Context: an optimization exercise on an open-source flow, tuned for a short achievable clock period and few clock cycles. The choices shown serve that exercise and are no tape-out recipe. RTL that was checked went through simulation tests only; none was proved equivalent to the original. Function not checked in run 1: the RTL went through the layout flow alone. Power figures rest on the tool's default switching activity, not on a simulated workload.

==> design/flow/design.v <==
module hrav_fwft_fifo #(
	parameter WIDTH = 32,
	parameter AW = 3
)
(
	input clk,
	input rst,
	input wr_en,
	input wr_data,
	input [WIDTH-1:0] din,
	input rd_en,
	output [WIDTH-1:0] dout,
	output empty,
	output [AW:0] count
);
	reg [WIDTH-1:0] mem [0:(1<<AW)-1];
	reg [AW:0] wr_ptr, rd_ptr;
	assign empty = (wr_ptr == rd_ptr);
	assign count = wr_ptr - rd_ptr;
	assign dout = mem[rd_ptr[AW-1:0]];
	always @(posedge clk) begin
		if(wr_data)
			mem[wr_ptr[AW-1:0]] <= din;
	end
	always @(posedge clk) begin
		if(rst) begin
			wr_ptr <= 'd0;
			rd_ptr <= 'd0;
		end
		else begin
			if(wr_en)
				wr_ptr <= wr_ptr + 1'b1;
			if(rd_en)
				rd_ptr <= rd_ptr + 1'b1;
		end
	end
endmodule
module dispatcher
(
	input			clk,
	input			reset,
	input [255:0]		s_axis_tdata,
	input [31:0]		s_axis_tstrb,
	input			s_axis_tvalid,
	output reg		s_axis_tready,
	input			s_axis_tlast,
	input			clt_rdy,	 
	output			hdr_vld,
	output [31:0]		hdr_info,	 
	output			pay_vld,
	output			pay_end,	 
	output [255:0]		pay_data,
	output [31:0]		pay_thr		 
);
	function prefix;	 
		input [31:0] s;
		prefix = &(~s[31:1] | s[30:0]);
	endfunction
	reg r0_v;
	reg [255:0] r0_data;
	reg [31:0] r0_strb;
	reg r0_last;
	reg r0_hm;		 
	reg r0_pf;		 
	reg in_pkt;		 
	reg cur_end;		 
	wire is_hdr = r0_v & ~in_pkt & r0_hm;
	wire is_pay = r0_v & in_pkt;
	wire r0_busy = is_pay & ~r0_pf;		 
	wire r0_done = r0_v & ~r0_busy;
	wire in_pkt_nxt = r0_done ? (in_pkt ? ~r0_last : r0_hm) : in_pkt;
	wire take = s_axis_tvalid & s_axis_tready;
	wire pf_in = prefix(s_axis_tstrb);
	wire pf_shift = prefix({1'b0, r0_strb[31:1]});
	wire busy_nxt = r0_busy ? ~pf_shift : (take & in_pkt_nxt & ~pf_in);
	assign hdr_vld = is_hdr & r0_data[56];
	assign hdr_info = r0_data[55:24];
	assign pay_vld = is_pay;
	assign pay_end = ~r0_busy & r0_last & cur_end;
	assign pay_data = r0_data;
	assign pay_thr = r0_busy ? {31'd0, r0_strb[0]} : r0_strb;
	always @(posedge clk) begin
		if (reset) begin
			s_axis_tready <= 1'b0;
			r0_v <= 1'b0;
			in_pkt <= 1'b0;
			cur_end <= 1'b0;
		end
		else begin
			s_axis_tready <= clt_rdy & ~busy_nxt;
			if (~r0_busy)
				r0_v <= take;
			in_pkt <= in_pkt_nxt;
			if (is_hdr)
				cur_end <= r0_data[56];
		end
	end
	always @(posedge clk) begin
		if (r0_busy) begin
			r0_data <= {8'd0, r0_data[255:8]};
			r0_strb <= {1'b0, r0_strb[31:1]};
			r0_pf <= pf_shift;
		end
		else begin
			r0_data <= s_axis_tdata;
			r0_strb <= s_axis_tstrb;
			r0_pf <= pf_in;
			r0_last <= s_axis_tlast;
			r0_hm <= (s_axis_tdata[23:0] == 24'hAECAFE);
		end
	end
endmodule
module simple_scanner (
	input			clk,
	input			reset,
	input			iValid,
	input			iEnd,
	input [255:0]		iData,
	input [31:0]		iThr,
	output reg		oValid,
	output reg		oEnd,
	output reg [7:0]	oHit,		 
	output reg [127:0]	oSID		 
);
	reg [31:0] carry;	 
	wire [287:0] ext = {iData, carry};	 
	reg [31:0] hit;
	reg [255:0] sid8;	 
	reg [7:0] ghit;
	reg [127:0] gsid;
	reg [31:0] ncarry;
	reg [32:0] neq;		 
	integer j, s, g;
	always @(*) begin
		for (j = 0; j < 32; j = j + 1) begin
			for (s = 0; s < 8; s = s + 1)
				sid8[8*j + s] = iThr[j] &
					(ext[8*j +: 8] == {s[3:0], 4'ha}) &
					(ext[8*(j+1) +: 8] == {s[3:0], 4'hb}) &
					(ext[8*(j+2) +: 8] == {s[3:0], 4'hc}) &
					(ext[8*(j+3) +: 8] == {s[3:0], 4'hd});
			hit[j] = |sid8[8*j +: 8];
		end
		for (g = 0; g < 8; g = g + 1) begin
			ghit[g] = |hit[4*g +: 4];
			gsid[16*g +: 16] = 16'd0;
			for (j = 4*g; j < 4*g + 4; j = j + 1)
				gsid[16*g +: 16] = gsid[16*g +: 16] |
					({16{hit[j]}} & {sid8[8*j +: 8], ext[8*(j+4) +: 8]});
		end
		neq[0] = ~iThr[0];
		for (j = 1; j < 32; j = j + 1)
			neq[j] = iThr[j-1] & ~iThr[j];
		neq[32] = iThr[31];
		ncarry = 32'd0;
		for (j = 0; j <= 32; j = j + 1)
			ncarry = ncarry | ({32{neq[j]}} & ext[8*j +: 32]);
	end
	always @(posedge clk) begin
		if (reset) begin
			carry <= 32'd0;
			oValid <= 1'b0;
		end
		else begin
			oValid <= iValid;
			if (iValid)
				carry <= iEnd ? 32'd0 : ncarry;
		end
		oEnd <= iEnd;
		oHit <= ghit;
		oSID <= gsid;
	end
endmodule
module scanner_wrapper (
	input			clk,
	input			reset,
	input			iValid,
	input			iEnd,
	input [7:0]		iHit,
	input [127:0]		iSID,
	output			res_vld,
	output [1:0]		res_n,
	output [47:0]		res_m		 
);
	reg a1, a2, a3;		 
	reg [15:0] am0, am1, am2;
	reg [8:0] u1, u2, u3;
	reg [15:0] b0, b1, b2;	 
	integer g;
	always @(*) begin
		u1[7] = 1'b0; u2[7] = 1'b0; u3[7] = 1'b0;
		for (g = 6; g >= 0; g = g - 1) begin
			u1[g] = u1[g+1] | iHit[g+1];
			u2[g] = u2[g+1] | (u1[g+1] & iHit[g+1]);
			u3[g] = u3[g+1] | (u2[g+1] & iHit[g+1]);
		end
		u1[8] = u1[0] | iHit[0];
		u2[8] = u2[0] | (u1[0] & iHit[0]);
		u3[8] = u3[0] | (u2[0] & iHit[0]);
		b0 = 16'd0; b1 = 16'd0; b2 = 16'd0;
		for (g = 0; g < 8; g = g + 1) begin
			b0 = b0 | ({16{iHit[g] & ~u1[g]}} & iSID[16*g +: 16]);
			b1 = b1 | ({16{iHit[g] & u1[g] & ~u2[g]}} & iSID[16*g +: 16]);
			b2 = b2 | ({16{iHit[g] & u2[g] & ~u3[g]}} & iSID[16*g +: 16]);
		end
	end
	reg s_vld, s_end;
	reg t1, t2, t3;
	reg [15:0] s_b0, s_b1, s_b2;
	always @(posedge clk) begin
		if (reset)
			s_vld <= 1'b0;
		else
			s_vld <= iValid;
		s_end <= iEnd;
		t1 <= u1[8];
		t2 <= u2[8];
		t3 <= u3[8];
		s_b0 <= b0;
		s_b1 <= b1;
		s_b2 <= b2;
	end
	wire [15:0] m0 = t1 ? s_b0 : am0;
	wire [15:0] m1 = t2 ? s_b1 : t1 ? am0 : am1;
	wire [15:0] m2 = t3 ? s_b2 : t2 ? am0 : t1 ? am1 : am2;
	wire n1 = t1 | a1;
	wire n2 = t2 | (t1 & a1) | a2;
	wire n3 = t3 | (t2 & a1) | (t1 & a2) | a3;
	assign res_vld = s_vld & s_end;
	assign res_n = {n2, n1 & ~n2 | n3};
	assign res_m = {m2, m1, m0};
	always @(posedge clk) begin
		if (reset | (s_vld & s_end)) begin
			a1 <= 1'b0; a2 <= 1'b0; a3 <= 1'b0;
			am0 <= 16'd0; am1 <= 16'd0; am2 <= 16'd0;
		end
		else if (s_vld) begin
			a1 <= n1; a2 <= n2; a3 <= n3;
			am0 <= m0; am1 <= m1; am2 <= m2;
		end
	end
endmodule
module collector #(
	parameter AW = 2,		 
	parameter RDY_MAX = 1	 
)
(
	input			clk,
	input			reset,
	output [255:0]		m_axis_tdata,
	output [31:0]		m_axis_tstrb,
	output [127:0]		m_axis_tuser,
	output reg		m_axis_tvalid,
	input			m_axis_tready,
	output reg		m_axis_tlast,
	input			hdr_vld,
	input [31:0]		hdr_info,	 
	input			res_vld,
	input [1:0]		res_n,
	input [47:0]		res_m,		 
	output			clt_rdy
);
	wire hq_empty, rq_empty;
	wire [31:0] hq_dout;
	wire [49:0] rq_dout;
	wire [AW:0] hq_count, rq_count;
	reg ph;		 
	wire ld = ~m_axis_tvalid | m_axis_tready;
	wire hq_pop = ld & ~ph & ~hq_empty;
	wire rq_pop = ld & ph & ~rq_empty;
	wire bypass = ld & ph & rq_empty & res_vld;
	wire rq_push = res_vld & ~bypass;
	assign clt_rdy = (hq_count <= RDY_MAX) & (rq_count <= RDY_MAX);
	wire [49:0] r = rq_empty ? {res_n, res_m} : rq_dout;
	wire [1:0] rn = r[49:48];
	always @(posedge clk) begin
		if (reset) begin
			m_axis_tvalid <= 1'b0;
			ph <= 1'b0;
		end
		else if (ld) begin
			if (hq_pop) begin
				m_axis_tvalid <= 1'b1;
				ph <= 1'b1;
			end
			else if (rq_pop | bypass) begin
				m_axis_tvalid <= 1'b1;
				ph <= 1'b0;
			end
			else
				m_axis_tvalid <= 1'b0;
		end
	end
	reg [255:0] o_data;
	assign m_axis_tdata = o_data;
	always @(posedge clk) begin
		if (ld) begin
			m_axis_tlast <= ph;
			o_data <= 256'd0;
			if (~ph)
				o_data[63:0] <= {8'h03, hq_dout[31:8], hq_dout[7:0], 24'hAECAFE};
			else begin
				o_data[31:0] <= {30'd0, rn};
				o_data[47:32] <= r[15:0];
				o_data[79:64] <= ~r[15:0];
				o_data[111:96] <= r[31:16];
				o_data[143:128] <= rn[1] ? ~r[31:16] : 16'd0;
				o_data[175:160] <= r[47:32];
				o_data[207:192] <= (rn == 2'd3) ? ~r[47:32] : 16'd0;
			end
		end
	end
	assign m_axis_tstrb = 32'hFFFFFFFF;
	assign m_axis_tuser = {96'd0, 8'h02, 8'h01, 16'h0040};
	hrav_fwft_fifo #(.WIDTH(32), .AW(AW)) hq (
		.clk(clk), .rst(reset),
		.wr_en(hdr_vld), .wr_data(hdr_vld), .din(hdr_info),
		.rd_en(hq_pop), .dout(hq_dout),
		.empty(hq_empty), .count(hq_count)
	);
	hrav_fwft_fifo #(.WIDTH(50), .AW(AW)) rq (
		.clk(clk), .rst(reset),
		.wr_en(rq_push), .wr_data(res_vld), .din({res_n, res_m}),
		.rd_en(rq_pop), .dout(rq_dout),
		.empty(rq_empty), .count(rq_count)
	);
endmodule
module hravframework
(
	input			axi_aclk,
	input			axi_reset,
	output	[255:0]		m_axis_tdata,
	output	[31:0]		m_axis_tstrb,
	output	[127:0]		m_axis_tuser,
	output			m_axis_tvalid,
	input			m_axis_tready,
	output			m_axis_tlast,
	input	[255:0]		s_axis_tdata,
	input	[31:0]		s_axis_tstrb,
	input			s_axis_tvalid,
	output			s_axis_tready,
	input			s_axis_tlast
);
	wire clt_rdy;
	wire hdr_vld;
	wire [31:0] hdr_info;
	wire pay_vld, pay_end;
	wire [255:0] pay_data;
	wire [31:0] pay_thr;
	wire scn_vld, scn_end;
	wire [7:0] scn_hit;
	wire [127:0] scn_sid;
	wire res_vld;
	wire [1:0] res_n;
	wire [47:0] res_m;
	dispatcher dpt (
		.clk(axi_aclk),
		.reset(axi_reset),
		.s_axis_tdata(s_axis_tdata),
		.s_axis_tstrb(s_axis_tstrb),
		.s_axis_tvalid(s_axis_tvalid),
		.s_axis_tready(s_axis_tready),
		.s_axis_tlast(s_axis_tlast),
		.clt_rdy(clt_rdy),
		.hdr_vld(hdr_vld),
		.hdr_info(hdr_info),
		.pay_vld(pay_vld),
		.pay_end(pay_end),
		.pay_data(pay_data),
		.pay_thr(pay_thr)
	);
	simple_scanner scanner0 (
		.clk(axi_aclk),
		.reset(axi_reset),
		.iValid(pay_vld),
		.iEnd(pay_end),
		.iData(pay_data),
		.iThr(pay_thr),
		.oValid(scn_vld),
		.oEnd(scn_end),
		.oHit(scn_hit),
		.oSID(scn_sid)
	);
	scanner_wrapper awrapper (
		.clk(axi_aclk),
		.reset(axi_reset),
		.iValid(scn_vld),
		.iEnd(scn_end),
		.iHit(scn_hit),
		.iSID(scn_sid),
		.res_vld(res_vld),
		.res_n(res_n),
		.res_m(res_m)
	);
	collector clt (
		.clk(axi_aclk),
		.reset(axi_reset),
		.m_axis_tdata(m_axis_tdata),
		.m_axis_tstrb(m_axis_tstrb),
		.m_axis_tuser(m_axis_tuser),
		.m_axis_tvalid(m_axis_tvalid),
		.m_axis_tready(m_axis_tready),
		.m_axis_tlast(m_axis_tlast),
		.hdr_vld(hdr_vld),
		.hdr_info(hdr_info),
		.res_vld(res_vld),
		.res_n(res_n),
		.res_m(res_m),
		.clt_rdy(clt_rdy)
	);
endmodule
==> design/flow/run.sh <==
#!/bin/bash
# synth_recipe.tcl (not shown) runs the flow's synth.tcl, then flattens the netlist and writes it again
# the make line also repeats each setting of config.mk as NAME=value (left out here)
make -C /OpenROAD-flow-scripts/flow DESIGN_CONFIG=/design/flow/config.mk WORK_HOME=/design/flow/orfs CLKGATE_MAP_FILE= SYNTH_SCRIPT=/design/flow/synth_recipe.tcl finish
==> design/flow/config.mk <==
export PLATFORM = sky130hd
export DESIGN_NAME = hravframework
export DESIGN_NICKNAME = hravframework
export VERILOG_FILES = /design/flow/design.v
export SDC_FILE = /design/flow/constraint.sdc
export NUM_CORES = 4
export LEC_CHECK = 0
export ABC_CLOCK_PERIOD_IN_PS = 2400
export CAP_MARGIN = 20
export CORE_MARGIN = 2
export CORE_UTILIZATION = 35
export GPL_ROUTABILITY_DRIVEN = 1
export PLACE_DENSITY = 0.5
export SETUP_SLACK_MARGIN = 2.6
export SLEW_MARGIN = 20
==> design/flow/constraint.sdc <==
create_clock -name core_clock -period 5.0 [get_ports {axi_aclk}]
set_input_delay 1.0000 -clock core_clock [delete_from_list [all_inputs] [get_ports {axi_aclk}]]
set_output_delay 1.0000 -clock core_clock [all_outputs]
set_load 0.01 [all_outputs]
==> results of run 1 <==
-- tightest hold or removal path: stages (launching register included) --
cell     delay [ps]
dfxtp_1         310
nand2_1          50
a21oi_1          50
-- cell usage in the layout (no fill, tap or decap), types with 168 or more instances in the layout --
cell,synthesis,final
o21ai_0,225,203
clkdlybuf4s50_1,0,291
a22oi_1,388,372
nand3_1,177,168
dfxtp_1,585,421
conb_1,2,285
nand2_1,1132,1124
nor2_1,212,202
edfxtp_1,446,446
buf_4,302,334
-- layer usage --
metal	up-vias	share of wire [%]	track usage (%)
met5	-	0.12	0.684
met2	4382	41	54.1
li1	22900	-	-
met1	27100	37	46.0
met4	40	9.2	26.7
met3	1439	12	14.4
-- worst min path at each step --
stage	endpoint	cells after the start	startpoint	slack, ps
finish	awrapper.am0[7]	2	awrapper.s_b0[7]	450
global route	awrapper.am0[7]	2	awrapper.s_b0[7]	470
CTS	awrapper.am0[7]	2	awrapper.s_b0[7]	450
detailed placement	awrapper.am0[7]	2	awrapper.s_b0[7]	440
global placement	awrapper.am0[7]	2	awrapper.s_b0[7]	440
floorplan	awrapper.s_end	0	scanner0.oEnd	310
-- registers in the layout, summed over array words and instances (netlist names), 8 cells and up, named ones only --
register,flops
dpt.r0_data,256
clt.rq.mem,200
clt.hq.mem,128
scanner0.oSID,128
clt.o_data,115
dpt.r0_strb,32
scanner0.carry,32
awrapper.am0,16
awrapper.am1,16
awrapper.am2,16
awrapper.s_b0,16
awrapper.s_b1,16
awrapper.s_b2,16
scanner0.oHit,8
-- through the flow --
| stage | util, % | hold WS [ps] |
|---|---|---|
| after global placement | 38.7 | 435 |
| after CTS | 43.3 | 450 |
| final | 44.5 | 447 |
| after floorplan | - | 310 |
| after detailed placement | 38.7 | 439 |
| after global routing | 44.4 | 472 |
-- power groups by stage --
| stage | clock [mW] | sequential [mW] | combinational, mW |
|---|---|---|---|
| 3_5_place_dp | 0 | 9.73 | 2.37 |
| 2_1_floorplan | 0 | 9.42 | 1.32 |
| 4_1_cts | 9.07 | 9.56 | 2.44 |
| 6_report | 8.94 | 9.62 | 2.66 |
| 5_1_grt | 9.39 | 9.61 | 2.71 |
| 3_3_place_gp | 0 | 9.73 | 2.40 |
-- cell usage after synthesis (24+ instances only) --
| cell | n |
|---|---|
| a22oi_1 | 388 |
| nor2b_1 | 51 |
| nor2_1 | 212 |
| and3_1 | 123 |
| dfxtp_1 | 585 |
| clkbuf_1 | 415 |
| nor4_1 | 90 |
| inv_1 | 140 |
| o21ai_0 | 225 |
| mux2_2 | 33 |
| buf_4 | 302 |
| and4_1 | 28 |
| nand3_1 | 177 |
| nor3_1 | 83 |
| o211ai_1 | 28 |
| a21oi_1 | 66 |
| edfxtp_1 | 446 |
| buf_1 | 30 |
| mux4_2 | 82 |
| a211oi_1 | 24 |
| a221oi_1 | 72 |
| or4_1 | 36 |
| nor4bb_1 | 56 |
| nand2b_1 | 26 |
| nand2_1 | 1132 |
| a22o_1 | 87 |
| and2_1 | 136 |
| buf_2 | 71 |
| a222oi_1 | 93 |
| nand4_1 | 122 |
| o22ai_1 | 36 |
| a221o_1 | 73 |
| mux2i_1 | 86 |
-- repair_timing --
item,in CTS,in global routing
gates cloned,36,12
gates resized for setup,985,266
setup endpoints to repair,809,319
setup buffers,126,63
pin swaps,76,94
-- final cells by class --
class / instances / area share, %
multi-input combinational: 4300 / 42.3
sequential: 1031 / 36.1
timing repair buffer: 853 / 11.2
clock buffer: 166 / 4.81
tap: 2072 / 3.68
clock inverter: 56 / 0.890
inverter: 141 / 0.817
antenna: 33 / 0.117
timing repair inverter: 4 / 0.0764
-- logic make-up (layout without fill, tap and decap cells) --
logic type,Yosys count,in the layout
and+or+nand+nor,2426,2452
AOI/OAI and AO/OA,1323,1329
DFF,1031,1031
buffers and inverters,966,1220
muxes,201,201
adders and majority gates,17,17
xor gates and xnor gates,16,16
other,2,318
==> impl_metrics.tcl, run 1 <==
set metrics [dict create \
    max_stage_delay_ps 800 \
    fin_crit_sh_pct 53.7 \
    switching_share_pct 29.2 \
    cts_tree "built" \
    synth_fa_ha_area_share_pct 0.404 \
    drt_iter0_markers 8883 \
    cp-end-kind "register" \
    final.setup.tns_ps 0 \
    holdBufCountCts 0 \
    grt_pass1_wl_mm 430 \
    dieArea_mm2 0.163 \
    cts_buffer_depth 3 \
    grt.total_usage_pct 37.6 \
    io_buffers 426 \
    worstSkewPairLatency_ps 790 \
    die_w_um 403 \
    route.detailed.drc 0 \
    final.min_clock_period_ps 2680 \
    p_comb_share_pct 12.5 \
    grt_pass1_vias 52000 \
    p_per_area_mw_per_mm2 301 \
    yosys.area_share.simple_pct 22.0 \
    cts_root_buf "clkbuf_16" \
    hold_path.class "reg -> reg" \
    wl_per_cell_um 36.9 \
    synth_top_family_by_area "simple AND/OR/NAND/NOR gates" \
    pin_count 712 \
    hold_viol 0 \
    row_count 146 \
    reg2reg_slack_ps 2320 \
    tightest_slew_ps 1020 \
    avgSynthCellArea_um2 9.32 \
    path_depth 7 \
    finalPower_mw 21.2 \
    critPathLaunchType "register" \
    intPower_mw 15.0 \
    yosys.area.top_type "edfxtp_1" \
    seqCellArea_mm2 0.0254 \
    r2r-start "dpt.r0_strb[11]" \
    syn_area_mm2 0.0558 \
    syn2layout_area_growth_pct 26.3 \
    seq_area_frac_synth_pct 45.0 \
    setup_ws_ps 2320 \
    dpl_worst_slack_ps 1350 \
    vias 55900 \
    htree_levels 3 \
    wirelength_mm 319 \
    p_switching_mw 6.19 \
    cp_top_family "simple AND/OR/NAND/NOR gates" \
    place_area_mm2 0.0613 \
    path_buf_inv 1 \
    antenna_found_initial 50 \
    synthArstFlopShare_pct 0 \
    drv_cap 0 \
    fp.coreArea_mm2 0.158 \
    synth-xor-area-share_pct 0.251 \
    gp_congestion 1.03 \
    die_h_um 403 \
    ant_nets 0 \
    worstPathCellList "nor2b_1, buf_4, and2_2, a22o_1, a221oi_1, a31oi_1, a211o_1" \
    rsz0062_at_grt "yes" \
    slowest_stage "dfxtp_1" \
    worstRegToRegCells 7 \
    setup_viol 0 \
    synth_top_area_share_pct 24.0 \
    skew_ps 78.7 \
    crit_arrival_ps 3350 \
    yosys_warnings 6 \
    worst-path-max-fanout 12 \
    dr.pass1.iters 11 \
    ys.flop_type "dfxtp_1" \
    rr_endpoint "scanner0.carry[18]" \
    start_util_pct 35.2 \
    synthMuxAreaShare_pct 5.52 \
    synth_area_leaders "edfxtp_1 (24%), dfxtp_1 (21%), nand2_1 (7.6%)" \
    cts_buffers 116 \
    report.final.slew_viol_count 0 \
    ys_seq_elements 1031 \
    overflow 0 \
    layout-drive-gt1-share_pct 22.4 \
    final.fill_count 15300 \
    multi_input_area_mm2 0.0298 \
    p_seq_share_pct 45.3 \
    required_ps 5670 \
    crit_end "scanner0.carry[18]" \
    power.leakage_nw 26.7 \
    netlist-cell-type-count 104 \
    hpwl_mm 215 \
    status "complete, no violations" \
    fin_area_mm2 0.0705 \
    synth_edf_count 446 \
    relSlewSlack_pct 31.9 \
    max-vdd-ir-drop_uv 277 \
    cts_sinks 1031 \
    crit_path_start "dpt.r0_strb[11]" \
    nNetsFinal 6756 \
    clkPwrFrac_pct 42.1 \
    fin_cells 8656 \
    critPathKind "reg -> reg" \
    clkTransAtPathRegs_ps 60 \
    syn_inst 5982 \
    fmax_mhz 373 \
    placedCellCount 8164 \
    synth-compound-area-share_pct 18.0 \
    viasPerCell 6.45 \
    grt_max_degree 112 \
]
==> run 2: changes to the inputs <==
--- a/design/flow/design.v
+++ b/design/flow/design.v
@@ -62,6 +62,7 @@
 	reg r0_last;
 	reg r0_hm;		 
 	reg r0_pf;		 
+	reg [31:0] r0_thr;	 
 	reg in_pkt;		 
 	reg cur_end;		 
 	wire is_hdr = r0_v & ~in_pkt & r0_hm;
@@ -78,7 +79,7 @@
 	assign pay_vld = is_pay;
 	assign pay_end = ~r0_busy & r0_last & cur_end;
 	assign pay_data = r0_data;
-	assign pay_thr = r0_busy ? {31'd0, r0_strb[0]} : r0_strb;
+	assign pay_thr = r0_thr;
 	always @(posedge clk) begin
 		if (reset) begin
 			s_axis_tready <= 1'b0;
@@ -100,11 +101,13 @@
 			r0_data <= {8'd0, r0_data[255:8]};
 			r0_strb <= {1'b0, r0_strb[31:1]};
 			r0_pf <= pf_shift;
+			r0_thr <= pf_shift ? {1'b0, r0_strb[31:1]} : {31'd0, r0_strb[1]};
 		end
 		else begin
 			r0_data <= s_axis_tdata;
 			r0_strb <= s_axis_tstrb;
 			r0_pf <= pf_in;
+			r0_thr <= pf_in ? s_axis_tstrb : {31'd0, s_axis_tstrb[0]};
 			r0_last <= s_axis_tlast;
 			r0_hm <= (s_axis_tdata[23:0] == 24'hAECAFE);
 		end
@@ -122,24 +125,48 @@
 	output reg [7:0]	oHit,		 
 	output reg [127:0]	oSID		 
 );
+	reg [2:0] ck;
+	reg [2:0] cl;
 	reg [31:0] carry;	 
+	always @(*) begin
+		carry[31:24] = (cl == 3'd1) ? {1'b0, ck, 4'ha} : (cl == 3'd2) ? {1'b0, ck, 4'hb} :
+			       (cl == 3'd3) ? {1'b0, ck, 4'hc} : (cl == 3'd4) ? {1'b0, ck, 4'hd} : 8'd0;
+		carry[23:16] = (cl == 3'd2) ? {1'b0, ck, 4'ha} : (cl == 3'd3) ? {1'b0, ck, 4'hb} :
+			       (cl == 3'd4) ? {1'b0, ck, 4'hc} : 8'd0;
+		carry[15:8] = (cl == 3'd3) ? {1'b0, ck, 4'ha} : (cl == 3'd4) ? {1'b0, ck, 4'hb} : 8'd0;
+		carry[7:0] = (cl == 3'd4) ? {1'b0, ck, 4'ha} : 8'd0;
+	end
 	wire [287:0] ext = {iData, carry};	 
+	reg [35:0] lo_a, lo_b, lo_c, lo_d;
+	reg [34:0] hi_eq;	 
+	reg [31:0] l1, l2, l3, l4;	 
 	reg [31:0] hit;
 	reg [255:0] sid8;	 
 	reg [7:0] ghit;
 	reg [127:0] gsid;
-	reg [31:0] ncarry;
+	reg [2:0] nck, ncl;
 	reg [32:0] neq;		 
 	integer j, s, g;
 	always @(*) begin
+		for (j = 0; j < 36; j = j + 1) begin
+			lo_a[j] = ext[8*j +: 4] == 4'ha;
+			lo_b[j] = ext[8*j +: 4] == 4'hb;
+			lo_c[j] = ext[8*j +: 4] == 4'hc;
+			lo_d[j] = ext[8*j +: 4] == 4'hd;
+		end
+		for (j = 0; j < 35; j = j + 1)
+			hi_eq[j] = ext[8*j+4 +: 4] == ext[8*(j+1)+4 +: 4];
 		for (j = 0; j < 32; j = j + 1) begin
+			l1[j] = ~ext[8*(j+4)+7] & lo_a[j+4];
+			l2[j] = ~ext[8*(j+4)+7] & lo_b[j+4] & lo_a[j+3] & hi_eq[j+3];
+			l3[j] = ~ext[8*(j+4)+7] & lo_c[j+4] & lo_b[j+3] & lo_a[j+2] & hi_eq[j+3] & hi_eq[j+2];
+			l4[j] = ~ext[8*(j+4)+7] & lo_d[j+4] & lo_c[j+3] & lo_b[j+2] & lo_a[j+1] &
+				hi_eq[j+3] & hi_eq[j+2] & hi_eq[j+1];
+		end
+		for (j = 0; j < 32; j = j + 1) begin
+			hit[j] = iThr[j] & ((j == 0) ? (cl == 3'd4) : l4[j-1]);
 			for (s = 0; s < 8; s = s + 1)
-				sid8[8*j + s] = iThr[j] &
-					(ext[8*j +: 8] == {s[3:0], 4'ha}) &
-					(ext[8*(j+1) +: 8] == {s[3:0], 4'hb}) &
-					(ext[8*(j+2) +: 8] == {s[3:0], 4'hc}) &
-					(ext[8*(j+3) +: 8] == {s[3:0], 4'hd});
-			hit[j] = |sid8[8*j +: 8];
+				sid8[8*j + s] = hit[j] & (ext[8*j+4 +: 3] == s);
 		end
 		for (g = 0; g < 8; g = g + 1) begin
 			ghit[g] = |hit[4*g +: 4];
@@ -152,19 +179,25 @@
 		for (j = 1; j < 32; j = j + 1)
 			neq[j] = iThr[j-1] & ~iThr[j];
 		neq[32] = iThr[31];
-		ncarry = 32'd0;
-		for (j = 0; j <= 32; j = j + 1)
-			ncarry = ncarry | ({32{neq[j]}} & ext[8*j +: 32]);
+		nck = neq[0] ? ck : 3'd0;
+		ncl = neq[0] ? cl : 3'd0;
+		for (j = 0; j < 32; j = j + 1) begin
+			nck = nck | ({3{neq[j+1]}} & ext[8*(j+4)+4 +: 3]);
+			ncl = ncl | ({3{neq[j+1]}} & (l4[j] ? 3'd4 : l3[j] ? 3'd3 : l2[j] ? 3'd2 : l1[j] ? 3'd1 : 3'd0));
+		end
 	end
 	always @(posedge clk) begin
 		if (reset) begin
-			carry <= 32'd0;
+			ck <= 3'd0;
+			cl <= 3'd0;
 			oValid <= 1'b0;
 		end
 		else begin
 			oValid <= iValid;
-			if (iValid)
-				carry <= iEnd ? 32'd0 : ncarry;
+			if (iValid) begin
+				ck <= iEnd ? 3'd0 : nck;
+				cl <= iEnd ? 3'd0 : ncl;
+			end
 		end
 		oEnd <= iEnd;
 		oHit <= ghit;
==> run 2 against run 1 <==
Sequential cell count rose by 5. Still clean on timing, DRC and antenna. Highest routed layer unchanged. Global-route usage decreased by 11 points. First-iteration DRC count is 48% lower. Via count is 28% lower. Critical path type unchanged. Non-clock buffer count down 76. Worst setup slack worse by 150 ps. Clock power grew 4.3%. Die area fell by 12%. Critical path depth up 1.
==> impl_metrics.tcl, run 2 <==
set metrics [dict create \
    fin_area_mm2 0.0631 \
    cts_sinks 1036 \
    p_seq_share_pct 45.2 \
    yosysMostFrequentCell "nand2_1" \
    path_buf_inv 0 \
    slowest_stage "or4_4" \
    antenna_found_initial 13 \
    r2r-start "dpt.r0_data[146]" \
    clkPwrFrac_pct 43.5 \
    syn2layout_area_growth_pct 28.6 \
    p_switching_mw 5.36 \
    fmax_mhz 353 \
    rr_endpoint "scanner0.cl[0]" \
    die_h_um 378 \
    wirelength_mm 194 \
    fin_crit_sh_pct 56.7 \
    pin_count 712 \
    max-vdd-ir-drop_uv 293 \
    relSlewSlack_pct 25.9 \
    start_util_pct 35.2 \
    final_cell_mix "nand2_1 (1,213), edfxtp_1 (446), dfxtp_1 (395)" \
    synth_edf_count 446 \
    setup_viol 0 \
    gp_congestion 0.987 \
    place_area_mm2 0.0540 \
    ant_nets 0 \
    final.setup.tns_ps 0 \
    grt_max_degree 126 \
    critPathKind "reg -> reg" \
    ys_seq_elements 1036 \
    dieArea_mm2 0.143 \
    finalPower_mw 21.4 \
    synth_top_area_share_pct 27.3 \
    worstHoldPathCells 0 \
    power.leakage_nw 24.9 \
    nNetsFinal 5876 \
    yosys.area.top_type "edfxtp_1" \
    layout-drive-gt1-share_pct 21.8 \
    final.fill_count 13300 \
    viasPerCell 5.31 \
    clkTransAtPathRegs_ps 60 \
    cts_root_buf "clkbuf_16" \
    seq_area_frac_synth_pct 51.4 \
    fp.coreArea_mm2 0.139 \
    p_per_area_mw_per_mm2 339 \
    intPower_mw 16.0 \
    yosys_warnings 6 \
    crit_top_cell "or4_4" \
    syn_inst 5002 \
    drt_iter0_markers 4578 \
    regMostFlops "dpt.r0_data" \
    seqCellArea_mm2 0.0257 \
    max_stage_delay_ps 460 \
    synth_area_leaders "edfxtp_1 (27%), dfxtp_1 (24%), nand2_1 (9.4%)" \
    cp-end-kind "register" \
    reg2reg_slack_ps 2170 \
    report.final.slew_viol_count 0 \
    avgSynthCellArea_um2 9.81 \
    hold_path.class "reg -> reg" \
    critPathLaunchType "register" \
    die_w_um 378 \
    wl_per_cell_um 25.7 \
    rsz0062_at_grt "yes" \
    crit_arrival_ps 3440 \
    fin_hold_ws_ps 336 \
    holdBufCountCts 0 \
    synthTopCellsByCount "nand2_1 (1,231), dfxtp_1 (590), edfxtp_1 (446), buf_4 (304), clkbuf_1 (260)" \
    ys.flop_type "dfxtp_1" \
    route.detailed.drc 0 \
    netlist-cell-type-count 100 \
    worstPathCellList "and4bb_2, nand4_1, or4_4, or4_4, o211ai_1, o2111ai_2, nor4_4, a21oi_1" \
    overflow 0 \
    switching_share_pct 25.1 \
    io_buffers 426 \
    final_util_pct 45.3 \
    cts_buffer_depth 3 \
    htree_levels 3 \
    drv_cap 0 \
    tightest_slew_ps 1110 \
    cp_top_family "simple AND/OR/NAND/NOR gates" \
    hold_viol 0 \
    worstSkewPairLatency_ps 760 \
    status "complete, no violations" \
    cts_tree "built" \
    vias 40100 \
    final_common_cell "nand2_1" \
    required_ps 5610 \
    row_count 137 \
    multi_input_area_mm2 0.0230 \
    grt.total_usage_pct 26.2 \
    holdPathEnd "awrapper.s_end" \
    dr.pass1.iters 10 \
    largest_reg_flops 256 \
    p_comb_share_pct 11.3 \
    worstRegToRegCells 8 \
    skew_ps 49.2 \
    final.min_clock_period_ps 2830 \
    cts_buffers 116 \
    grt_pass1_wl_mm 274 \
    synthArstFlopShare_pct 0 \
    grt_pass1_vias 38300 \
    hp-start "scanner0.oEnd" \
    hpwl_mm 142 \
    worst-path-max-fanout 5 \
    syn_area_mm2 0.0491 \
]
-- run 2: cell types whose count changed in the layout (fill, tap and decap cells not counted), sizes merged, moves of 52 or more --
cell	previous run	this run
nand3	178	56
nand4	122	56
o21ai	242	173
buf	508	382
xnor2	8	78
nand2	1132	1231
a221o	73	21
and3	128	39
xor2	8	63
clkdlybuf4s15	24	95
a22oi	388	130
-- run 2: metal layers --
layer,vias up,global-route usage (%),share of wire (%)
met5,-,0,0.012
met4,4,14.2,5.9
met3,420,3.99,6.5
met2,1705,42.1,46
met1,19600,33.8,41
li1,18300,-,-
-- run 2: cell families after synthesis --
family,synth area share [%]
multiplexers,5.50
adder cells (fa/ha/maj),0.439
flip-flops,51.4
buffers and inverters,7.99
AO/OA/AOI/OAI,11.0
other,0.0153
AND/OR/NAND/NOR,21.1
XOR/XNOR,2.56
-- run 2: layout make-up --
type / instances / area share, %
tap: 1876 / 3.72
multi-input combinational: 3528 / 36.5
inverter: 108 / 0.668
clock buffer: 159 / 5.34
clock inverter: 62 / 1.34
sequential: 1036 / 40.8
timing repair buffer: 777 / 11.7
antenna: 1 / 0.00397
-- run 2: how the worst max path moves through the flow --
| stage | from | to | slack (ps) | cells after the start |
|---|---|---|---|---|
| after global placement | dpt.r0_data[220] | scanner0.oSID[121] | 1220 | 8 |
| after detailed placement | dpt.r0_data[220] | scanner0.oSID[121] | 1190 | 8 |
| after global routing | dpt.r0_data[79] | scanner0.cl[0] | 2140 | 9 |
| after CTS | dpt.r0_data[142] | scanner0.cl[1] | 2260 | 10 |
| final | dpt.r0_data[146] | scanner0.cl[0] | 2170 | 8 |
| after floorplan | dpt.r0_data[156] | scanner0.cl[1] | 2430 | 9 |
-- run 2: per-stage QoR --
| stage | cells | worst slack, ps |
|---|---|---|
| 2_1_floorplan | 5285 | 2430 |
| 3_3_place_gp | 7042 | 1220 |
| 3_5_place_dp | 7042 | 1190 |
| 4_1_cts | 7413 | 2260 |
| 5_1_grt | 7546 | 2140 |
| 6_report | 7547 | 2170 |
-- run 2: power groups by stage --
stage	combinational, mW	sequential [mW]	clock, mW
floorplan	1.27	9.75	0
global placement	2.21	9.90	0
detailed placement	2.22	9.90	0
CTS	2.27	9.69	9.47
global route	2.61	9.71	9.81
finish	2.42	9.66	9.32
-- run 2: repair_timing --
action | CTS | global route
setup endpoints to repair | 597 | 241
resized for setup | 915 | 219
setup buffers | 144 | 130
pin swaps | 116 | 92
gates cloned | 6 | 2
Testbench counts of run 2, summed over its fixed seeds: cycles 1,456.
==> run 3: changes to the inputs <==
--- a/design/flow/design.v
+++ b/design/flow/design.v
@@ -126,15 +126,15 @@
 	output reg [127:0]	oSID		 
 );
 	reg [2:0] ck;
-	reg [2:0] cl;
+	reg [4:1] cl;
 	reg [31:0] carry;	 
 	always @(*) begin
-		carry[31:24] = (cl == 3'd1) ? {1'b0, ck, 4'ha} : (cl == 3'd2) ? {1'b0, ck, 4'hb} :
-			       (cl == 3'd3) ? {1'b0, ck, 4'hc} : (cl == 3'd4) ? {1'b0, ck, 4'hd} : 8'd0;
-		carry[23:16] = (cl == 3'd2) ? {1'b0, ck, 4'ha} : (cl == 3'd3) ? {1'b0, ck, 4'hb} :
-			       (cl == 3'd4) ? {1'b0, ck, 4'hc} : 8'd0;
-		carry[15:8] = (cl == 3'd3) ? {1'b0, ck, 4'ha} : (cl == 3'd4) ? {1'b0, ck, 4'hb} : 8'd0;
-		carry[7:0] = (cl == 3'd4) ? {1'b0, ck, 4'ha} : 8'd0;
+		carry[31:24] = ({8{cl[1]}} & {1'b0, ck, 4'ha}) | ({8{cl[2]}} & {1'b0, ck, 4'hb}) |
+			       ({8{cl[3]}} & {1'b0, ck, 4'hc}) | ({8{cl[4]}} & {1'b0, ck, 4'hd});
+		carry[23:16] = ({8{cl[2]}} & {1'b0, ck, 4'ha}) | ({8{cl[3]}} & {1'b0, ck, 4'hb}) |
+			       ({8{cl[4]}} & {1'b0, ck, 4'hc});
+		carry[15:8] = ({8{cl[3]}} & {1'b0, ck, 4'ha}) | ({8{cl[4]}} & {1'b0, ck, 4'hb});
+		carry[7:0] = {8{cl[4]}} & {1'b0, ck, 4'ha};
 	end
 	wire [287:0] ext = {iData, carry};	 
 	reg [35:0] lo_a, lo_b, lo_c, lo_d;
@@ -144,7 +144,8 @@
 	reg [255:0] sid8;	 
 	reg [7:0] ghit;
 	reg [127:0] gsid;
-	reg [2:0] nck, ncl;
+	reg [2:0] nck;
+	reg [4:1] ncl;
 	reg [32:0] neq;		 
 	integer j, s, g;
 	always @(*) begin
@@ -164,7 +165,7 @@
 				hi_eq[j+3] & hi_eq[j+2] & hi_eq[j+1];
 		end
 		for (j = 0; j < 32; j = j + 1) begin
-			hit[j] = iThr[j] & ((j == 0) ? (cl == 3'd4) : l4[j-1]);
+			hit[j] = iThr[j] & ((j == 0) ? cl[4] : l4[j-1]);
 			for (s = 0; s < 8; s = s + 1)
 				sid8[8*j + s] = hit[j] & (ext[8*j+4 +: 3] == s);
 		end
@@ -179,24 +180,24 @@
 		for (j = 1; j < 32; j = j + 1)
 			neq[j] = iThr[j-1] & ~iThr[j];
 		neq[32] = iThr[31];
-		nck = neq[0] ? ck : 3'd0;
-		ncl = neq[0] ? cl : 3'd0;
+		nck = {3{neq[0]}} & ck;
+		ncl = {4{neq[0]}} & cl;
 		for (j = 0; j < 32; j = j + 1) begin
 			nck = nck | ({3{neq[j+1]}} & ext[8*(j+4)+4 +: 3]);
-			ncl = ncl | ({3{neq[j+1]}} & (l4[j] ? 3'd4 : l3[j] ? 3'd3 : l2[j] ? 3'd2 : l1[j] ? 3'd1 : 3'd0));
+			ncl = ncl | ({4{neq[j+1]}} & {l4[j], l3[j], l2[j], l1[j]});
 		end
 	end
 	always @(posedge clk) begin
 		if (reset) begin
 			ck <= 3'd0;
-			cl <= 3'd0;
+			cl <= 4'd0;
 			oValid <= 1'b0;
 		end
 		else begin
 			oValid <= iValid;
 			if (iValid) begin
 				ck <= iEnd ? 3'd0 : nck;
-				cl <= iEnd ? 3'd0 : ncl;
+				cl <= iEnd ? 4'd0 : ncl;
 			end
 		end
 		oEnd <= iEnd;
==> run 3 against run 2 <==
Worst hold slack got worse by 7.6 ps. Clock power down 4.7%. Die area grew 0.17%. Total power is 2.7% lower. First-iteration DRC count down 7.6%. Sequential power increased by 0.6%. Synthesized cell count down 9.1%. Critical path depth is 1 higher. Fmax increased by 7.1%. Clock skew down 3.0 ps. Synthesized area up 0.18%.
==> impl_metrics.tcl, run 3 <==
set metrics [dict create \
    yosys.area.top_type "edfxtp_1" \
    overflow 0 \
    wl_per_cell_um 28.6 \
    fin_area_mm2 0.0631 \
    htree_levels 3 \
    drt_iter0_markers 4230 \
    clkTransAtPathRegs_ps 60 \
    antenna_found_initial 14 \
    grt.total_usage_pct 27.2 \
    drv_cap 0 \
    ant_nets 0 \
    cts_tree "built" \
    final_util_pct 45.3 \
    hold_viol 0 \
    yosys_warnings 6 \
    power.leakage_nw 23.9 \
    dieArea_mm2 0.143 \
    fp.coreArea_mm2 0.139 \
    grt_pass1_wl_mm 280 \
    cts_buffer_depth 3 \
    regMostFlops "dpt.r0_data" \
    final.setup.tns_ps 0 \
    crit_arrival_ps 3300 \
    final_common_cell "nand2_1" \
    status "complete, no violations" \
    grt_pass1_vias 36800 \
    synthTopCellsByCount "dfxtp_1 (591), nand2_1 (573), edfxtp_1 (446), buf_4 (307), mux2_2 (265)" \
    wirelength_mm 204 \
    cts_root_buf "clkbuf_16" \
    cts_sinks 1037 \
    fmax_mhz 378 \
    relSlewSlack_pct 27.9 \
    ys_seq_elements 1037 \
    setup_viol 0 \
    synth_area_leaders "edfxtp_1 (27%), dfxtp_1 (24%), mux2_2 (6.1%)" \
    worst-path-max-fanout 4 \
    p_seq_share_pct 46.7 \
    rsz0062_at_grt "yes" \
    netlist-cell-type-count 95 \
    nNetsFinal 5440 \
    required_ps 5650 \
    row_count 137 \
    die_w_um 379 \
    final_cell_mix "nand2_1 (541), edfxtp_1 (446), dfxtp_1 (401)" \
    ys.flop_type "dfxtp_1" \
    setup_ws_ps 2350 \
    intPower_mw 15.5 \
    syn_inst 4545 \
    vias 39300 \
    wl_met2_mm 91.3 \
    fin_crit_sh_pct 52.9 \
    syn2layout_area_growth_pct 28.4 \
    cts_buffers 117 \
    wl_met3_mm 16.0 \
    p_switching_mw 5.32 \
    hpwl_mm 149 \
    switching_share_pct 25.6 \
    critPathLaunchType "register" \
    grt_max_degree 143 \
    route.detailed.drc 0 \
    tightest_slew_ps 1070 \
    die_h_um 379 \
    worstRegToRegCells 9 \
    largest_reg_flops 256 \
    gp_congestion 1.03 \
    p_comb_share_pct 10.7 \
    pin_count 712 \
    skew_ps 46.2 \
    met1Wirelength_mm 83.6 \
    critPathKind "reg -> reg" \
    highest_layer "met5" \
    p_per_area_mw_per_mm2 330 \
    seq_area_frac_synth_pct 51.3 \
    avgSynthCellArea_um2 10.8 \
    holdBufCountCts 0 \
    start_util_pct 35.3 \
    worstHoldPathCells 0 \
    yosysMostFrequentCell "dfxtp_1" \
    worstSkewPairLatency_ps 770 \
    hold_path.class "reg -> reg" \
    fin_hold_ws_ps 328 \
    synth_top_area_share_pct 27.3 \
    dpl_worst_slack_ps 1240 \
    synth_edf_count 446 \
    dr.pass1.iters 14 \
    syn_area_mm2 0.0491 \
    synthArstFlopShare_pct 0 \
    viasPerCell 5.51 \
    place_area_mm2 0.0541 \
    layout-drive-gt1-share_pct 29.9 \
    cp-end-kind "register" \
    reg2reg_slack_ps 2350 \
    max-vdd-ir-drop_uv 331 \
    final.min_clock_period_ps 2650 \
    report.final.slew_viol_count 0 \
    clkPwrFrac_pct 42.6 \
    io_buffers 426 \
]
run 3: changes by cell type in the layout (fill, tap and decap cells not counted), sizes merged, moves of 22 or more:
cell / before / now
nand2: 1231 / 576
mux2: 18 / 265
clkdlybuf4s15: 95 / 38
o21ai: 173 / 119
a22oi: 130 / 90
buf: 382 / 420
clkbuf: 165 / 201
xnor2: 78 / 107
xor2: 63 / 36
nor2b: 81 / 104
and2: 108 / 86
nand3: 56 / 78
run 3: final timing paths:
path,start,end
max,dpt.r0_data[125],scanner0.cl[4]
min reg2reg,scanner0.oEnd,awrapper.s_end
max reg2reg,dpt.r0_data[125],scanner0.cl[4]
min,scanner0.oEnd,awrapper.s_end
run 3: metrics by stage:
step	cells	total power, mW
after global routing	7110	21.6
after CTS	6994	20.9
after floorplan	4828	11.0
after global placement	6618	12.1
after detailed placement	6618	12.1
final	7118	20.8
run 3: what timing repair did:
item	4_1_cts	5_1_grt
resized for setup	964	289
endpoints found under the setup margin	827	354
pin swaps	103	134
cloned	3	6
setup buffers	151	110
run 3: kinds of logic (layout without fill, tap and decap cells):
group | Yosys count | count (layout) | synth area share (%)
AOI/OAI and AO/OA | 692 | 692 | 10.6
xor gates and xnor gates | 143 | 143 | 2.55
adders and majority gates | 16 | 16 | 0.438
buffers and inverters | 690 | 1093 | 7.76
DFF | 1037 | 1037 | 51.3
muxes | 403 | 403 | 11.0
other | 2 | 293 | 0.0153
and+or+nand+nor | 1562 | 1565 | 16.4
run 3: critical path: stages, from the launching register on:
cell	delay [ps]
dfxtp_4	370
buf_4	170
xnor2_1	200
nand4_1	250
nor3_1	350
nand2_1	120
or4_1	420
nand4_1	400
nor4_2	80
o211ai_1	190
run 3: layout make-up:
class | instances | area (um2)
tap | 1876 | 2350
antenna | 8 | 20.0
sequential | 1037 | 25700
clock inverter | 30 | 457
timing repair buffer | 772 | 6970
inverter | 99 | 372
multi-input combinational | 3104 | 23600
clock buffer | 192 | 3570
fill | 13100 | 76300
run 3: power by group through the flow:
stage               registers [mW]  clock network, mW  logic, mW
floorplan                     9.75                  0       1.28
global placement              9.93                  0       2.21
detailed placement            9.93                  0       2.21
CTS                           9.72               9.04       2.17
global route                  9.76               9.37       2.42
finish                        9.72               8.88       2.24
run 3: per-layer routing:
layer	up-vias	GRT usage, %
met5	-	0
met1	19300	36.0
li1	17300	-
met4	2	14.8
met2	2088	42.4
met3	485	4.47
Testbench counts of run 3, summed over its fixed seeds: cycles 1,456.
==> run 4: changes to the inputs <==
--- a/design/flow/design.v
+++ b/design/flow/design.v
@@ -67,7 +67,7 @@
 	reg cur_end;		 
 	wire is_hdr = r0_v & ~in_pkt & r0_hm;
 	wire is_pay = r0_v & in_pkt;
-	wire r0_busy = is_pay & ~r0_pf;		 
+	reg r0_busy;		 
 	wire r0_done = r0_v & ~r0_busy;
 	wire in_pkt_nxt = r0_done ? (in_pkt ? ~r0_last : r0_hm) : in_pkt;
 	wire take = s_axis_tvalid & s_axis_tready;
@@ -83,12 +83,14 @@
 	always @(posedge clk) begin
 		if (reset) begin
 			s_axis_tready <= 1'b0;
+			r0_busy <= 1'b0;
 			r0_v <= 1'b0;
 			in_pkt <= 1'b0;
 			cur_end <= 1'b0;
 		end
 		else begin
 			s_axis_tready <= clt_rdy & ~busy_nxt;
+			r0_busy <= busy_nxt;
 			if (~r0_busy)
 				r0_v <= take;
 			in_pkt <= in_pkt_nxt;
==> run 4 against run 3 <==
Count of clock-buffer cells in the layout down 39. Combinational power up 2%. Total power down 0.53%. Synthesized area up 0.12%. Critical endpoint unchanged. Largest power group unchanged.
==> impl_metrics.tcl, run 4 <==
set metrics [dict create \
    status "complete, no violations" \
    cts_tree "built" \
    wirelength_mm 202 \
    dpl_worst_slack_ps 781 \
    yosys.area.top_type "edfxtp_1" \
    synth_fa_ha_area_share_pct 0.437 \
    p_switching_mw 5.36 \
    synth_top_area_share_pct 27.2 \
    largest_reg_flops 256 \
    synth_edf_count 446 \
    route.detailed.drc 0 \
    cp-end-kind "register" \
    final_cell_mix "nand2_1 (530), edfxtp_1 (446), dfxtp_1 (394)" \
    fmax_mhz 388 \
    multi_input_area_mm2 0.0236 \
    r2r-start "dpt.r0_thr[26]" \
    cts_sinks 1037 \
    dr.pass1.iters 9 \
    grt.total_usage_pct 27.1 \
    crit_path_start "dpt.r0_thr[26]" \
    synthMuxAreaShare_pct 11.6 \
    rsz0062_at_grt "yes" \
    ant_nets 0 \
    setup_viol 0 \
    synth-compound-area-share_pct 10.1 \
    final.setup.tns_ps 0 \
    layout-drive-gt1-share_pct 30.4 \
    seq_area_frac_synth_pct 51.3 \
    max_stage_delay_ps 600 \
    yosys.area_share.simple_pct 16.2 \
    gp_congestion 1.08 \
    tightest_slew_ps 1110 \
    grt_pass1_vias 37400 \
    io_buffers 426 \
    syn2layout_area_growth_pct 27.6 \
    overflow 0 \
    power.leakage_nw 23.4 \
    regMostFlops "dpt.r0_data" \
    worst-path-max-fanout 5 \
    final.fill_count 13300 \
    dieArea_mm2 0.144 \
    vias 38800 \
    drv_cap 0 \
    cts_root_buf "clkbuf_16" \
    final.min_clock_period_ps 2580 \
    fin_hold_ws_ps 329 \
    yosysMostFrequentCell "dfxtp_1" \
    viasPerCell 5.47 \
    seqCellArea_mm2 0.0258 \
    fin_cells 7102 \
    slowest_stage "dfxtp_1" \
    synth-xor-area-share_pct 2.58 \
    hold_viol 0 \
    switching_share_pct 25.9 \
    required_ps 5650 \
    finalPower_mw 20.7 \
    drt_iter0_markers 4179 \
    synthArstFlopShare_pct 0 \
    htree_levels 3 \
    grt_max_degree 146 \
    hpwl_mm 149 \
    cts_buffer_depth 3 \
    hold_path.class "reg -> reg" \
    final_util_pct 45.0 \
    worstSkewPairLatency_ps 790 \
    max-vdd-ir-drop_uv 283 \
    die_w_um 379 \
    ys_seq_elements 1037 \
    fin_area_mm2 0.0628 \
    report.final.slew_viol_count 0 \
    start_util_pct 35.3 \
    grt_pass1_wl_mm 279 \
    nNetsFinal 5431 \
    clkPwrFrac_pct 42.0 \
    netlist-cell-type-count 88 \
    crit_arrival_ps 3230 \
    placedCellCount 6618 \
    row_count 137 \
    final_common_cell "nand2_1" \
    critPathLaunchType "register" \
    setup_ws_ps 2420 \
    fin_crit_sh_pct 51.6 \
    relSlewSlack_pct 25.6 \
    hp-start "scanner0.oEnd" \
    p_per_area_mw_per_mm2 330 \
    syn_area_mm2 0.0492 \
    clkTransAtPathRegs_ps 70 \
    antenna_found_initial 16 \
    worstPathCellList "nor2b_4, nand2_1, nor3_1, a22oi_2, o41ai_4, o41ai_4, nand2_1" \
    wl_per_cell_um 28.4 \
    syn_inst 4545 \
    synthTopCellsByCount "dfxtp_1 (591), nand2_1 (545), edfxtp_1 (446), buf_4 (304), mux2_2 (292)" \
    avgSynthCellArea_um2 10.8 \
    fp.coreArea_mm2 0.140 \
    pin_count 712 \
    die_h_um 379 \
    ys.flop_type "dfxtp_1" \
    critPathKind "reg -> reg" \
    p_comb_share_pct 11.1 \
    yosys_warnings 6 \
    synth_area_leaders "edfxtp_1 (27%), dfxtp_1 (24%), mux2_2 (6.7%)" \
    cts_buffers 113 \
    synth_top_family_by_area "simple AND/OR/NAND/NOR gates" \
    skew_ps 53.5 \
    intPower_mw 15.4 \
    p_seq_share_pct 46.9 \
    place_area_mm2 0.0542 \
]
## run 4: area by class of cell
cell class	instances	area share, %
diodes	3	0.0120
clock buffers	153	5.26
clock inverters	63	1.04
inverters	108	0.666
multi-input cells	3091	37.5
flip-flops and latches	1037	41.0
well taps	1876	3.74
repair buffers	771	10.8
## run 4: metal layers
layer | routed length, um | vias to the layer above | track usage (%)
met3 | 14200 | 544 | 4.94
met5 | 39 | - | 0
met1 | 79600 | 19100 | 33.6
li1 | - | 17300 | -
met4 | 15200 | 6 | 17.2
met2 | 92900 | 1887 | 43.4
## run 4: cells by family (layout without fill, tap and decap cells)
kind of cell | after synthesis | after routing
AO/OA/AOI/OAI | 651 | 651
XOR/XNOR | 143 | 143
adder cells (fa/ha/maj) | 16 | 16
buffers and inverters | 702 | 1095
flip-flops | 1037 | 1037
multiplexers | 431 | 431
other | 2 | 288
AND/OR/NAND/NOR | 1563 | 1565
## run 4: worst max-delay path, delay by kind of cell, from the launching register on
kind	cells	cell delay, ps
flops	1	600
simple gates	4	600
compound gates	3	1260
## run 4: worst paths after layout
| path | endpoint | slack, ps | cells after the start |
|---|---|---|---|
| setup reg to reg | scanner0.cl[4] | 2420 | 7 |
| hold / removal | awrapper.s_end | 330 | 0 |
| setup / recovery | scanner0.cl[4] | 2420 | 7 |
| hold reg to reg | awrapper.s_end | 330 | 0 |
## run 4: repair_timing
action	in CTS	in global routing
resized for setup	1002	294
endpoints found under the setup margin	612	250
pin swaps	87	96
gates cloned	2	2
setup buffers	156	104
hold buffers	0	0
## run 4: power groups by stage
| stage | combinational, mW | clock [mW] | sequential, mW |
|---|---|---|---|
| 2_1_floorplan | 1.27 | 0 | 9.75 |
| 3_3_place_gp | 2.18 | 0 | 9.98 |
| 3_5_place_dp | 2.19 | 0 | 9.98 |
| 4_1_cts | 2.16 | 8.89 | 9.75 |
| 5_1_grt | 2.46 | 9.20 | 9.77 |
| 6_report | 2.29 | 8.70 | 9.73 |
Testbench counts of run 4, summed over its fixed seeds: cycles 1,456.
==> run 5: changes to the inputs <==
--- a/design/flow/design.v
+++ b/design/flow/design.v
@@ -46,7 +46,7 @@
 	input			s_axis_tlast,
 	input			clt_rdy,	 
 	output			hdr_vld,
-	output [31:0]		hdr_info,	 
+	output [56:0]		hdr_info,	 
 	output			pay_vld,
 	output			pay_end,	 
 	output [255:0]		pay_data,
@@ -75,7 +75,7 @@
 	wire pf_shift = prefix({1'b0, r0_strb[31:1]});
 	wire busy_nxt = r0_busy ? ~pf_shift : (take & in_pkt_nxt & ~pf_in);
 	assign hdr_vld = is_hdr & r0_data[56];
-	assign hdr_info = r0_data[55:24];
+	assign hdr_info = r0_data[56:0];
 	assign pay_vld = is_pay;
 	assign pay_end = ~r0_busy & r0_last & cur_end;
 	assign pay_data = r0_data;
@@ -290,14 +290,14 @@
 	input			m_axis_tready,
 	output reg		m_axis_tlast,
 	input			hdr_vld,
-	input [31:0]		hdr_info,	 
+	input [56:0]		hdr_info,	 
 	input			res_vld,
 	input [1:0]		res_n,
 	input [47:0]		res_m,		 
 	output			clt_rdy
 );
 	wire hq_empty, rq_empty;
-	wire [31:0] hq_dout;
+	wire [56:0] hq_dout;
 	wire [49:0] rq_dout;
 	wire [AW:0] hq_count, rq_count;
 	reg ph;		 
@@ -334,7 +334,8 @@
 			m_axis_tlast <= ph;
 			o_data <= 256'd0;
 			if (~ph)
-				o_data[63:0] <= {8'h03, hq_dout[31:8], hq_dout[7:0], 24'hAECAFE};
+				o_data[63:0] <= {6'd0, hq_dout[1], hq_dout[56], hq_dout[55:24],
+						 hq_dout[23:0] & 24'hAECAFE};
 			else begin
 				o_data[31:0] <= {30'd0, rn};
 				o_data[47:32] <= r[15:0];
@@ -348,7 +349,7 @@
 	end
 	assign m_axis_tstrb = 32'hFFFFFFFF;
 	assign m_axis_tuser = {96'd0, 8'h02, 8'h01, 16'h0040};
-	hrav_fwft_fifo #(.WIDTH(32), .AW(AW)) hq (
+	hrav_fwft_fifo #(.WIDTH(57), .AW(AW)) hq (
 		.clk(clk), .rst(reset),
 		.wr_en(hdr_vld), .wr_data(hdr_vld), .din(hdr_info),
 		.rd_en(hq_pop), .dout(hq_dout),
@@ -379,7 +380,7 @@
 );
 	wire clt_rdy;
 	wire hdr_vld;
-	wire [31:0] hdr_info;
+	wire [56:0] hdr_info;
 	wire pay_vld, pay_end;
 	wire [255:0] pay_data;
 	wire [31:0] pay_thr;
==> design/flow/config.mk (replaced) <==
export PLATFORM = sky130hd
export DESIGN_NAME = hravframework
export DESIGN_NICKNAME = hravframework
export VERILOG_FILES = /design/flow/design.v
export SDC_FILE = /design/flow/constraint.sdc
export NUM_CORES = 4
export LEC_CHECK = 0
export ABC_CLOCK_PERIOD_IN_PS = 1500
export CAP_MARGIN = 20
export CORE_MARGIN = 2
export CORE_UTILIZATION = 45
export GPL_ROUTABILITY_DRIVEN = 1
export PLACE_DENSITY = 0.6
export SETUP_SLACK_MARGIN = 2.9
export SLEW_MARGIN = 20
==> run 5 against run 4 <==
First-iteration DRC count grew 12%. Highest routed layer unchanged. Combinational power is 33% lower. Count of clock-buffer cells in the layout grew 18. Critical endpoint unchanged. Global-route usage up 6.2 points.
==> impl_metrics.tcl, run 5 <==
set metrics [dict create \
    status "complete, no violations" \
    layout-drive-gt1-share_pct 37.7 \
    seq_area_frac_synth_pct 53.9 \
    synthTopCellsByCount "dfxtp_1 (591), edfxtp_1 (530), nand2_1 (407), mux2_2 (306), buf_4 (287)" \
    start_util_pct 45.2 \
    holdBufCountCts 0 \
    fp.coreArea_mm2 0.114 \
    required_ps 5670 \
    dr.pass1.iters 10 \
    synth_edf_count 530 \
    die_w_um 342 \
    ys_seq_elements 1121 \
    fmax_mhz 389 \
    wl_per_cell_um 29.9 \
    nNetsFinal 5491 \
    synth_area_leaders "edfxtp_1 (31%), dfxtp_1 (23%), mux2_2 (6.7%)" \
    max_stage_delay_ps 580 \
    skew_ps 41.9 \
    tightest_slew_ps 853 \
    crit_top_cell "nand3_1" \
    drv_cap 0 \
    grt.total_usage_pct 33.3 \
    dieArea_mm2 0.117 \
    drt_iter0_markers 4696 \
    ant_nets 0 \
    worstSkewPairLatency_ps 730 \
    report.final.slew_viol_count 0 \
    rsz0062_at_grt "yes" \
    hold_viol 0 \
    critPathLaunchType "register" \
    yosys.area.top_type "edfxtp_1" \
    antenna_found_initial 15 \
    pin_count 712 \
    final_cell_mix "edfxtp_1 (530), dfxtp_1 (356), nand2_1 (355)" \
    ys.flop_type "dfxtp_1" \
    power.leakage_nw 25.5 \
    final_util_pct 59.3 \
    htree_levels 3 \
    wirelength_mm 203 \
    place_area_mm2 0.0565 \
    setup_viol 0 \
    viasPerCell 5.94 \
    final.setup.tns_ps 0 \
    synth_top_area_share_pct 30.9 \
    io_buffers 426 \
    syn_area_mm2 0.0515 \
    cts_buffers 115 \
    regMostFlops "dpt.r0_data" \
    fin_area_mm2 0.0676 \
    slowest_stage "or4_4" \
    max-vdd-ir-drop_uv 330 \
    row_count 124 \
    hpwl_mm 143 \
    syn_inst 4438 \
    grt_pass1_wl_mm 281 \
    largest_reg_flops 256 \
    avgSynthCellArea_um2 11.6 \
    cts_tree "built" \
    relSlewSlack_pct 43.1 \
    hold_path.class "reg -> reg" \
    worst-path-max-fanout 6 \
    cts_sinks 1121 \
    vias 40400 \
    syn2layout_area_growth_pct 31.1 \
    crit_arrival_ps 3240 \
    synthArstFlopShare_pct 0 \
    final.min_clock_period_ps 2570 \
    gp_congestion 1.08 \
    p_per_area_mw_per_mm2 305 \
    fin_crit_sh_pct 51.4 \
    clkTransAtPathRegs_ps 70 \
    cts_root_buf "clkbuf_16" \
    yosysMostFrequentCell "dfxtp_1" \
    grt_max_degree 130 \
    route.detailed.drc 0 \
    worstPathCellList "xnor2_2, nand3_1, or4_4, nand4b_1, o41ai_2, buf_4, nor4_4, nand3_1, o221a_2" \
    cp-end-kind "register" \
    overflow 0 \
    netlist-cell-type-count 93 \
    cts_buffer_depth 3 \
    yosys_warnings 6 \
    final_common_cell "edfxtp_1" \
    critPathKind "reg -> reg" \
    grt_pass1_vias 38500 \
    die_h_um 342 \
]
-- run 5: cell count changes in the layout (fill, tap and decap cells not counted), moves of 38 or more --
cell | before | now
buf_4 | 291 | 342
dfxtp_1 | 394 | 356
nor2_1 | 247 | 203
buf_2 | 94 | 134
nand2_1 | 530 | 355
buf_6 | 35 | 101
edfxtp_1 | 446 | 530
inv_1 | 106 | 68
-- run 5: layout make-up --
cell class / count / area [um2]
Antenna cell: 3 / 7.51
Clock buffer: 171 / 3420
Clock inverter: 46 / 573
Fill cell: 9333 / 46300
Inverter: 77 / 299
Multi-Input combinational cell: 2960 / 24900
Sequential cell: 1121 / 28400
Tap cell: 1512 / 1890
Timing Repair Buffer: 907 / 8080
-- run 5: worst paths after layout --
path,start,endpoint,slack [ps],depth (start not counted)
setup / recovery,dpt.r0_data[167],scanner0.cl[4],2430,9
hold / removal,scanner0.oEnd,awrapper.s_end,330,0
setup reg to reg,dpt.r0_data[167],scanner0.cl[4],2430,9
hold reg to reg,scanner0.oEnd,awrapper.s_end,330,0
-- run 5: per-stage QoR --
stage	power (mW)	hold slack (ps)	worst slack (ps)	cells
final	20.6	327	2430	6797
after global routing	21.2	333	2410	6794
after CTS	20.6	326	2420	6672
after detailed placement	11.7	312	1390	6145
after global placement	11.7	313	1440	6145
after floorplan	11.1	310	2130	4721
-- run 5: power breakdown --
| part | total [mW] | switching (mW) | internal (mW) | leakage (nW) |
|---|---|---|---|---|
| registers | 10.1 | 0.352 | 9.79 | 10.1 |
| logic | 1.54 | 0.805 | 0.732 | 13.5 |
| clock network | 8.94 | 3.74 | 5.20 | 1.97 |
| total | 20.6 | 4.90 | 15.7 | 25.5 |
-- run 5: worst max-delay path, delay by kind of cell, from the launching register on --
kind	cells	cell delay, ps
xor gates and xnor gates	1	130
DFF	1	420
buffers and inverters	1	200
AOI/OAI and AO/OA	2	370
and+or+nand+nor	5	1400
-- run 5: what timing repair did --
item / in CTS / in global routing
gates cloned: 16 / 5
setup buffers: 294 / 117
resized for setup: 1435 / 270
endpoints found under the setup margin: 1199 / 489
pin swaps: 227 / 172
-- run 5: logic make-up (layout without fill, tap and decap cells) --
| logic type | after synthesis | in the layout | synth area share, % |
|---|---|---|---|
| simple gates | 1377 | 1386 | 14.1 |
| flops | 1121 | 1121 | 53.9 |
| compound gates | 653 | 655 | 9.82 |
| buf+inv | 651 | 1201 | 6.93 |
| mux | 474 | 474 | 12.4 |
| xor+xnor | 143 | 143 | 2.43 |
| fa+ha+maj | 17 | 17 | 0.437 |
| other cells | 2 | 288 | 0.0146 |
-- run 5: routing by layer --
| layer | up-vias | wire length [um] | part of all wire, % | global-route usage, % |
|---|---|---|---|---|
| li1 | 17500 | - | - | - |
| met5 | - | 60 | 0.030 | 0 |
| met3 | 593 | 16900 | 8.3 | 6.07 |
| met4 | 8 | 14300 | 7.1 | 19.5 |
| met2 | 2281 | 93700 | 46 | 53.2 |
| met1 | 20000 | 78100 | 38 | 42.3 |
Testbench counts of run 5, summed over its fixed seeds: cycles 1,456.

[port drivers added, routing unchanged]
How much do the figures lean on ideal ports? The routed layouts below were timed once more, with nothing changed but the port constraints.
Step 1 (the two cells are an assumption about what drives the block):
set clk [get_ports {axi_aclk}]
set_driving_cell -lib_cell sky130_fd_sc_hd__clkbuf_16 $clk
set_driving_cell -lib_cell sky130_fd_sc_hd__buf_2 [delete_from_list [all_inputs] $clk]
Step 2 adds t to the input delays and takes it off the output delays; t is the mean of the earliest and latest rising clock arrival at the registers after step 1. Input paths then give back, and output paths get back, about the clock's delay inside the block.
Three values: ideal ports, drivers, drivers and shift; two values: the first two.
run	t (ns)	setup WS [ns]	pins driven straight from the clock port
run 1	0.838	2.317 / 2.317 / 2.038	1
run 2	0.818	2.167 / 2.167 / 1.632	1
run 3	0.826	2.354 / 2.324 / 1.923	1
run 4	0.843	2.421 / 2.345 / 2.017	1
run 5	0.789	2.428 / 2.428 / 2.192	1
After both steps every run listed still meets setup and hold. For run 2, which loses most, drivers alone change the setup slack by 0.000 ns; drivers and shift together by -0.535 ns.
